Context: an optimization exercise on an open-source flow, tuned for small area and a short achievable clock period. The choices shown serve that exercise and are no tape-out recipe. In this exercise RTL edits were held to simulation tests only and were not proved equivalent to the original.

===== design/flow/run.sh =====
#!/bin/bash
# synth_recipe.tcl (not shown) runs the flow's synth.tcl, then flattens the netlist and writes it again
# the make line also repeats each setting of config.mk as NAME=value (left out here)
make -C /OpenROAD-flow-scripts/flow DESIGN_CONFIG=/design/flow/config.mk WORK_HOME=/design/flow/orfs CLKGATE_MAP_FILE= SYNTH_SCRIPT=/design/flow/synth_recipe.tcl finish

===== design/flow/design.v =====
`timescale 1ns / 1ps
module booth (
  input [2:0] y,
  input [63:0] x,
  output [63:0] p,
  output c
  );
  wire s_1px;
  wire s_1nx;
  wire s_2px;
  wire s_2nx;
  assign s_1nx = (y[2] & y[1] & ~y[0]) | (y[2] & ~y[1] & y[0]);
  assign s_1px = (~y[2] & y[1] & ~y[0]) | (~y[2] & ~y[1] & y[0]);
  assign s_2nx = (y[2] & ~y[1] & ~y[0]);
  assign s_2px = (~y[2] & y[1] & y[0]);
  assign c = s_1nx | s_2nx;
  wire [63:0] x_sll;
  assign x_sll = {x[62:0],1'b0};
  genvar i;
  generate
    for(i = 0; i < 64; i = i + 1)
    begin
      assign p[i] = (s_1nx & ~x[i]) | (s_2nx & ~x_sll[i]) | (s_1px & x[i]) | (s_2px & x_sll[i]);
    end
  endgenerate
endmodule  
`timescale 1ns / 1ps
module adder (
  input a,
  input b,
  input cin,
  output s,
  output cout
  );
assign s = (~a & ~b & cin) | (~a & b & ~cin) | (a & ~b & ~cin) | (a & b & cin);
assign cout = (a & b) | (a & cin) | (b & cin);
endmodule  
module wallace_tree (
  input [13:0] Cin,
  input [16:0] Pin,
  output [13:0] Cout,
  output S,
  output C
  );
  wire s1;
  wire s2;
  wire s3;
  wire s4;
  wire s5;
  wire s6;
  wire s7;
  wire s8;
  wire s9;
  wire s10;
  wire s11;
  wire s12;
  wire s13;
  wire s14;
  adder u_adder1  (.a(Pin[4]),  .b(Pin[3]),  .cin(Pin[2]),  .s(s1),  .cout(Cout[4]));
  adder u_adder2  (.a(Pin[7]),  .b(Pin[6]),  .cin(Pin[5]),  .s(s2),  .cout(Cout[3]));
  adder u_adder3  (.a(Pin[10]), .b(Pin[9]),  .cin(Pin[8]),  .s(s3),  .cout(Cout[2]));
  adder u_adder4  (.a(Pin[13]), .b(Pin[12]), .cin(Pin[11]), .s(s4),  .cout(Cout[1]));
  adder u_adder5  (.a(Pin[16]), .b(Pin[15]), .cin(Pin[14]), .s(s5),  .cout(Cout[0]));
  adder u_adder6  (.a(Cin[2]),  .b(Cin[3]),  .cin(Cin[4]),  .s(s6),  .cout(Cout[8]));
  adder u_adder7  (.a(Pin[0]),  .b(Cin[0]),  .cin(Cin[1]),  .s(s7),  .cout(Cout[7]));
  adder u_adder8  (.a(s2),      .b(s1),      .cin(Pin[1]),  .s(s8),  .cout(Cout[6]));
  adder u_adder9  (.a(s5),      .b(s4),      .cin(s3),      .s(s9),  .cout(Cout[5]));
  adder u_adder10 (.a(s6),      .b(Cin[5]),  .cin(Cin[6]),  .s(s10), .cout(Cout[10]));
  adder u_adder11 (.a(s9),      .b(s8),      .cin(s7),      .s(s11), .cout(Cout[9]));
  adder u_adder12 (.a(Cin[8]),  .b(Cin[9]),  .cin(Cin[10]), .s(s12), .cout(Cout[12]));
  adder u_adder13 (.a(s11),     .b(s10),     .cin(Cin[7]),  .s(s13), .cout(Cout[11]));
  adder u_adder14 (.a(s13),     .b(s12),     .cin(Cin[11]), .s(s14), .cout(Cout[13]));
  adder u_adder15 (.a(s14),     .b(Cin[12]), .cin(Cin[13]), .s(S),   .cout(C));
endmodule  
`timescale 1ns / 1ps
module mul(
  input mul_clk,
  input resetn,
  input mul_signed,
  input [31:0] x,
  input [31:0] y,
  output [63:0] result
  );
  wire [63:0] x_ext;
  wire [33:0] y_ext;
  assign x_ext = mul_signed ? {{32{x[31]}},x} : {32'd0,x};
  assign y_ext = mul_signed ? {{2{y[31]}},y} : {2'b0,y};
  wire [63:0] p1;
  wire [63:0] p2;
  wire [63:0] p3;
  wire [63:0] p4;
  wire [63:0] p5;
  wire [63:0] p6;
  wire [63:0] p7;
  wire [63:0] p8;
  wire [63:0] p9;
  wire [63:0] p10;
  wire [63:0] p11;
  wire [63:0] p12;
  wire [63:0] p13;
  wire [63:0] p14;
  wire [63:0] p15;
  wire [63:0] p16;
  wire [63:0] p17;
  wire c1;
  wire c2;
  wire c3;
  wire c4;
  wire c5;
  wire c6;
  wire c7;
  wire c8;
  wire c9;
  wire c10;
  wire c11;
  wire c12;
  wire c13;
  wire c14;
  wire c15;
  wire c16;
  wire c17;
  booth u_booth1  (.y({y_ext[1:0],1'b0}), .x(x_ext),               .p(p1),  .c(c1));
  booth u_booth2  (.y(y_ext[3:1]),        .x({x_ext[61:0],2'd0}),  .p(p2),  .c(c2));
  booth u_booth3  (.y(y_ext[5:3]),        .x({x_ext[59:0],4'd0}),  .p(p3),  .c(c3));
  booth u_booth4  (.y(y_ext[7:5]),        .x({x_ext[57:0],6'd0}),  .p(p4),  .c(c4));
  booth u_booth5  (.y(y_ext[9:7]),        .x({x_ext[55:0],8'd0}),  .p(p5),  .c(c5));
  booth u_booth6  (.y(y_ext[11:9]),       .x({x_ext[53:0],10'd0}), .p(p6),  .c(c6));
  booth u_booth7  (.y(y_ext[13:11]),      .x({x_ext[51:0],12'd0}), .p(p7),  .c(c7));
  booth u_booth8  (.y(y_ext[15:13]),      .x({x_ext[49:0],14'd0}), .p(p8),  .c(c8));
  booth u_booth9  (.y(y_ext[17:15]),      .x({x_ext[47:0],16'd0}), .p(p9),  .c(c9));
  booth u_booth10 (.y(y_ext[19:17]),      .x({x_ext[45:0],18'd0}), .p(p10), .c(c10));
  booth u_booth11 (.y(y_ext[21:19]),      .x({x_ext[43:0],20'd0}), .p(p11), .c(c11));
  booth u_booth12 (.y(y_ext[23:21]),      .x({x_ext[41:0],22'd0}), .p(p12), .c(c12));
  booth u_booth13 (.y(y_ext[25:23]),      .x({x_ext[39:0],24'd0}), .p(p13), .c(c13));
  booth u_booth14 (.y(y_ext[27:25]),      .x({x_ext[37:0],26'd0}), .p(p14), .c(c14));
  booth u_booth15 (.y(y_ext[29:27]),      .x({x_ext[35:0],28'd0}), .p(p15), .c(c15));
  booth u_booth16 (.y(y_ext[31:29]),      .x({x_ext[33:0],30'd0}), .p(p16), .c(c16));
  booth u_booth17 (.y(y_ext[33:31]),      .x({x_ext[31:0],32'd0}), .p(p17), .c(c17));
  reg [63:0] p1_tmp;
  reg [63:0] p2_tmp;
  reg [63:0] p3_tmp;
  reg [63:0] p4_tmp;
  reg [63:0] p5_tmp;
  reg [63:0] p6_tmp;
  reg [63:0] p7_tmp;
  reg [63:0] p8_tmp;
  reg [63:0] p9_tmp;
  reg [63:0] p10_tmp;
  reg [63:0] p11_tmp;
  reg [63:0] p12_tmp;
  reg [63:0] p13_tmp;
  reg [63:0] p14_tmp;
  reg [63:0] p15_tmp;
  reg [63:0] p16_tmp;
  reg [63:0]  p17_tmp;
  reg c1_tmp;
  reg c2_tmp;
  reg c3_tmp;
  reg c4_tmp;
  reg c5_tmp;
  reg c6_tmp;
  reg c7_tmp;
  reg c8_tmp;
  reg c9_tmp;
  reg c10_tmp;
  reg c11_tmp;
  reg c12_tmp;
  reg c13_tmp;
  reg c14_tmp;
  reg c15_tmp;
  reg c16_tmp;
  reg c17_tmp;
  always @(posedge mul_clk)
  begin
    if(!resetn)
    begin
      p1_tmp  <= 64'd0;
      p2_tmp  <= 64'd0;
      p3_tmp  <= 64'd0;
      p4_tmp  <= 64'd0;
      p5_tmp  <= 64'd0;
      p6_tmp  <= 64'd0;
      p7_tmp  <= 64'd0;
      p8_tmp  <= 64'd0;
      p9_tmp  <= 64'd0;
      p10_tmp <= 64'd0;
      p11_tmp <= 64'd0;
      p12_tmp <= 64'd0;
      p13_tmp <= 64'd0;
      p14_tmp <= 64'd0;
      p15_tmp <= 64'd0;
      p16_tmp <= 64'd0;
      p17_tmp <= 64'd0;
      c1_tmp  <= 1'b0;
      c2_tmp  <= 1'b0;
      c3_tmp  <= 1'b0;
      c4_tmp  <= 1'b0;
      c5_tmp  <= 1'b0;
      c6_tmp  <= 1'b0;
      c7_tmp  <= 1'b0;
      c8_tmp  <= 1'b0;
      c9_tmp  <= 1'b0;
      c10_tmp <= 1'b0;
      c11_tmp <= 1'b0;
      c12_tmp <= 1'b0;
      c13_tmp <= 1'b0;
      c14_tmp <= 1'b0;
      c15_tmp <= 1'b0;
      c16_tmp <= 1'b0;
      c17_tmp <= 1'b0;
    end
    else
    begin
      p1_tmp  <= p1;
      p2_tmp  <= p2;
      p3_tmp  <= p3;
      p4_tmp  <= p4;
      p5_tmp  <= p5;
      p6_tmp  <= p6;
      p7_tmp  <= p7;
      p8_tmp  <= p8;
      p9_tmp  <= p9;
      p10_tmp <= p10;
      p11_tmp <= p11;
      p12_tmp <= p12;
      p13_tmp <= p13;
      p14_tmp <= p14;
      p15_tmp <= p15;
      p16_tmp <= p16;
      p17_tmp <= p17;
      c1_tmp  <= c1;
      c2_tmp  <= c2;
      c3_tmp  <= c3;
      c4_tmp  <= c4;
      c5_tmp  <= c5;
      c6_tmp  <= c6;
      c7_tmp  <= c7;
      c8_tmp  <= c8;
      c9_tmp  <= c9;
      c10_tmp <= c10;
      c11_tmp <= c11;
      c12_tmp <= c12;
      c13_tmp <= c13;
      c14_tmp <= c14;
      c15_tmp <= c15;
      c16_tmp <= c16;
      c17_tmp <= c17;
    end
  end
  wire [16:0] Pin_com [63:0];
  genvar i;
  generate
    for(i = 0; i < 64; i = i + 1)
    begin
      assign Pin_com[i] = {p17_tmp[i],p16_tmp[i],p15_tmp[i],p14_tmp[i],p13_tmp[i],p12_tmp[i],p11_tmp[i],p10_tmp[i],
                     p9_tmp[i],p8_tmp[i],p7_tmp[i],p6_tmp[i],p5_tmp[i],p4_tmp[i],p3_tmp[i],p2_tmp[i],p1_tmp[i]};
    end
  endgenerate
  wire [13:0] Cin;
  assign Cin = {c1_tmp,c2_tmp,c3_tmp,c4_tmp,c5_tmp,c6_tmp,c7_tmp,c8_tmp,c9_tmp,c10_tmp,c11_tmp,c12_tmp,c13_tmp,c14_tmp};
  wire [13:0] Cout [64:0];
  wire [63:0] S;
  wire [63:0] C;
  assign Cout[0] = Cin;
  generate
    for(i = 0; i < 64; i = i + 2)
    begin : label
      wallace_tree u_wallace_tree1(.Cin(Cout[i]), .Pin(Pin_com[i]), .Cout(Cout[i+1]), .S(S[i]), .C(C[i]));
      wallace_tree u_wallace_tree2(.Cin(Cout[i+1]), .Pin(Pin_com[i+1]), .Cout(Cout[i+2]), .S(S[i+1]), .C(C[i+1]));
    end
  endgenerate
  assign result = S + {C[62:0],c15_tmp} + c16_tmp;
endmodule  

===== design/flow/config.mk =====
export PLATFORM = sky130hd
export DESIGN_NAME = mul
export DESIGN_NICKNAME = mul
export VERILOG_FILES = /design/flow/design.v
export SDC_FILE = /design/flow/constraint.sdc
export NUM_CORES = 4
export LEC_CHECK = 0
export CAP_MARGIN = 20
export CORE_MARGIN = 2
export CORE_UTILIZATION = 40
export SLEW_MARGIN = 20

===== design/flow/constraint.sdc =====
create_clock -name core_clock -period 11.0 [get_ports {mul_clk}]
set_input_delay 2.2000 -clock core_clock [delete_from_list [all_inputs] [get_ports {mul_clk}]]
set_output_delay 2.2000 -clock core_clock [all_outputs]
set_load 0.01 [all_outputs]

==> summary.txt <==
Route
  – DRC viols: 0
  – Vias per cell: 5.54
  – Detailed Route WL: 181 mm
  – Pre-antenna DRT Iters: 6
  – Initial DRC count: 4287
  – Vias after detailed routing: 39559
  – Final ANT Viol Nets: 0
  – Routed len/inst: 25.3 um

Finish
  – Fillers: 12202
  – Final core area utilization: 44.0%
  – Post-Layout Cell Count: 7137
  – Fraction of layout cells with a size suffix above 1: 5.97%
  – Nets@finish: 6291
  – Area delta synth->final: 9.03%

Yosys
  – #FFs+latches synth: 593
  – Syn_nets: 6504
  – Area share of the largest cell type after synthesis: 28.7%
  – FFs w/ async S/R, synth: 0%
  – Syn_area_per_cell: 9.12 um2
  – Synth top area cells: fa_1 29%, dfxtp_1 23%, xnor2_1 10%
  – Post-synth EDFFs: 0
  – Seq/Total Area, Yosys: 23.1%
  – Syn Inst Count: 5637
  – Count of cell types in the netlist: 65
  – Top_reg_cell synth: dfxtp_1
  – Top cell type by total area after synthesis: fa_1
  – Yosys warnings: 1
  – Post-synthesis cell area: 51400 um2

GRT
  – First-pass GRT wire length: 263 mm
  – Grt ovf: 0
  – Gr usage total: 27.2%
  – Number of antenna violations at the first check in global routing: 8
  – Number of global-route vias before repair: 38356
  – Pin count of the biggest net entering global routing: 226

Worst setup path
  – CP Capture Point: result[49]
  – Worst path cell trace: inv_1 -> fa_2 -> buf_4 -> inv_1 -> a21oi_1 -> fa_1 -> inv_1 -> fa_1 -> fa_1 -> fa_1 -> ha_1 -> nand4_1 -> nor3_1 -> nand2_1 -> a211oi_2 -> nor4_1 -> buf_4 -> or2_2 -> o21ai_0 -> xor2_1 -> clkdlybuf4s50_1
  – Crit path buf inv count: 6
  – Worst setup startpoint: p16_tmp[29]
  – CP max FO: 13
  – Critical path type: reg -> out
  – Crit-path max cell delay: 0.60 ns
  – CP Launch Type: flop
  – CP Data Required Time: 8.80 ns
  – Crit. path cell count: 21
  – Family with the most delay on the worst path: adder cells
  – CP Data Arrival Time: 8.55 ns
  – Crit-path slowest cell: fa_1
  – Crit-path most repeated cell: fa_1
  – CP Capture Type: output port

Floorplan
  – IO Pins: 131
  – Die width: 363 um
  – Die height: 363 um
  – Core ar.: 128000 um2
  – Num rows: 131
  – Starting Density: 40.3%
  – Area of the die: 131000 um2

STA
  – Final WS setup: 0.251 ns
  – Period utilization: 97.7%
  – Final Max Slew Viols: 0
  – Final Hold Viols: 0
  – Worst slew pin tran: 1.19 ns
  – RSZ-0062 raised after global routing: true
  – Min Hold Slack: 2.01 ns
  – Tmin final: 10.75 ns
  – Setup-failing EPs final: 0
  – Fmax: 93.0 MHz
  – Slew HR: 20.9%

Flow run
  – Max-cap violation count: 0

Placed design
  – Dpl ws: 0.559 ns
  – GP Congestion: 0.959
  – Placed Instances: 7011
  – Dpl hpwl: 123 mm
  – Input/output buffers: 130

Hold path
  – Hold Crit Depth: 2
  – Hold crit path type: in -> reg

Clocking
  – Root buffer cell: clkbuf_16
  – CTS max path bufs: 3
  – Reg clk slew, reported paths: 0.06 ns
  – CTS tree: built
  – Total CTS buffers: 70
  – CTS Hold Buffers Added: 0
  – H-tree levels: 3
  – CTS sink count: 593

Status
  – Status: timing/DRC/antenna clean
how the worst min path moves through the flow:
stage | startpoint | to | slack (ns)
2_1_floorplan | y[30] | p16_tmp[29] | 2.30
3_3_place_gp | resetn | p9_tmp[37] | 2.70
3_5_place_dp | resetn | p9_tmp[37] | 2.71
4_1_cts | resetn | p9_tmp[37] | 2.00
5_1_grt | resetn | p9_tmp[37] | 2.04
6_report | resetn | p8_tmp[39] | 2.01
cells in the final DEF (no fill, tap or decap), types with 56 or more instances in the layout:
cell type,n
o22ai_1,394
nand2_1,178
and2_1,113
clkbuf_16,72
a21oi_1,539
o21ai_0,56
ha_1,62
dfxtp_1,592
xnor2_1,580
fa_1,735
buf_4,92
o221ai_1,76
nor2b_1,453
clkdlybuf4s50_1,79
nor2_1,84
inv_1,828
synth_stat cells, drive strengths merged (21+ instances only):
| cell | n |
|---|---|
| a21oi | 541 |
| a22oi | 32 |
| a31oi | 22 |
| and2 | 113 |
| buf | 67 |
| clkbuf | 441 |
| dfxtp | 593 |
| fa | 738 |
| ha | 62 |
| inv | 831 |
| maj3 | 29 |
| mux2i | 31 |
| nand2 | 186 |
| nand4 | 21 |
| nor2 | 100 |
| nor2b | 453 |
| nor3 | 38 |
| o21ai | 63 |
| o221ai | 76 |
| o22ai | 394 |
| xnor2 | 596 |
| xor2 | 52 |
area by class of cell:
| type | count | area, um2 | area share (%) |
|---|---|---|---|
| inverters | 832 | 3130 | 5.59 |
| diodes | 1 | 2.50 | 0.00446 |
| well taps | 1662 | 2080 | 3.71 |
| clock inverters | 32 | 384 | 0.685 |
| flip-flops and latches | 593 | 11900 | 21.2 |
| repair buffers | 223 | 1810 | 3.23 |
| clock buffers | 90 | 1980 | 3.53 |
| multi-input cells | 3704 | 34800 | 62.1 |
logic make-up after synthesis:
kind of cell | after synthesis | synth area share [%]
mux | 31 | 0.604
compound gates | 1221 | 14.2
buf+inv | 1340 | 9.85
other cells | 1 | 0.00729
xor+xnor | 648 | 11.0
fa+ha+maj | 829 | 30.8
flops | 593 | 23.1
simple gates | 974 | 10.4
through the flow:
step	area, um2	TNS (ns)
2_1_floorplan	51400	0
3_3_place_gp	53600	0
3_5_place_dp	53600	0
4_1_cts	55900	0
5_1_grt	56100	-0.0101
6_report	56100	0
metal layers:
metal / global-route usage (%) / wire length [um] / vias to the layer above
met3: 7.14 / 20300 / 247
met4: 8.36 / 5190 / 6
li1: - / - / 17463
met5: 0 / 37 / -
met1: 39.7 / 79800 / 19829
met2: 39.1 / 75300 / 2014
what timing repair did:
| item | 4_1_cts | 5_1_grt |
|---|---|---|
| setup buffers | 1 | 0 |
| resized for setup | 4 | 12 |
| endpoints found under the setup margin | 4 | 9 |

[port drivers added, routing unchanged]
How much do the figures lean on ideal ports? The routed layout below was timed once more, with nothing changed but the port constraints. Step 1 assumes that a clkbuf_16 drives the clock port and a buf_2 every other input. Step 2 adds t to the input delays and takes it off the output delays; t is the mean of the earliest and latest rising clock arrival at the registers after step 1. Input paths then give back, and output paths get back, about the clock's delay inside the block. Three values: ideal ports, drivers, drivers and shift; two values: the first two.
shift t [ns]: 0.732
slack for setup (ns): 0.251 / 0.174 / 0.906
hold WS [ns]: 2.009 / 1.976 / 2.707
worst setup path at the end: register to output
slew at the worst register clock pin (ns): 0.07 / 0.07
After both steps this run still meets setup and hold. The setup slack of this run moves by -0.077 ns with the drivers and by +0.655 ns with both steps.
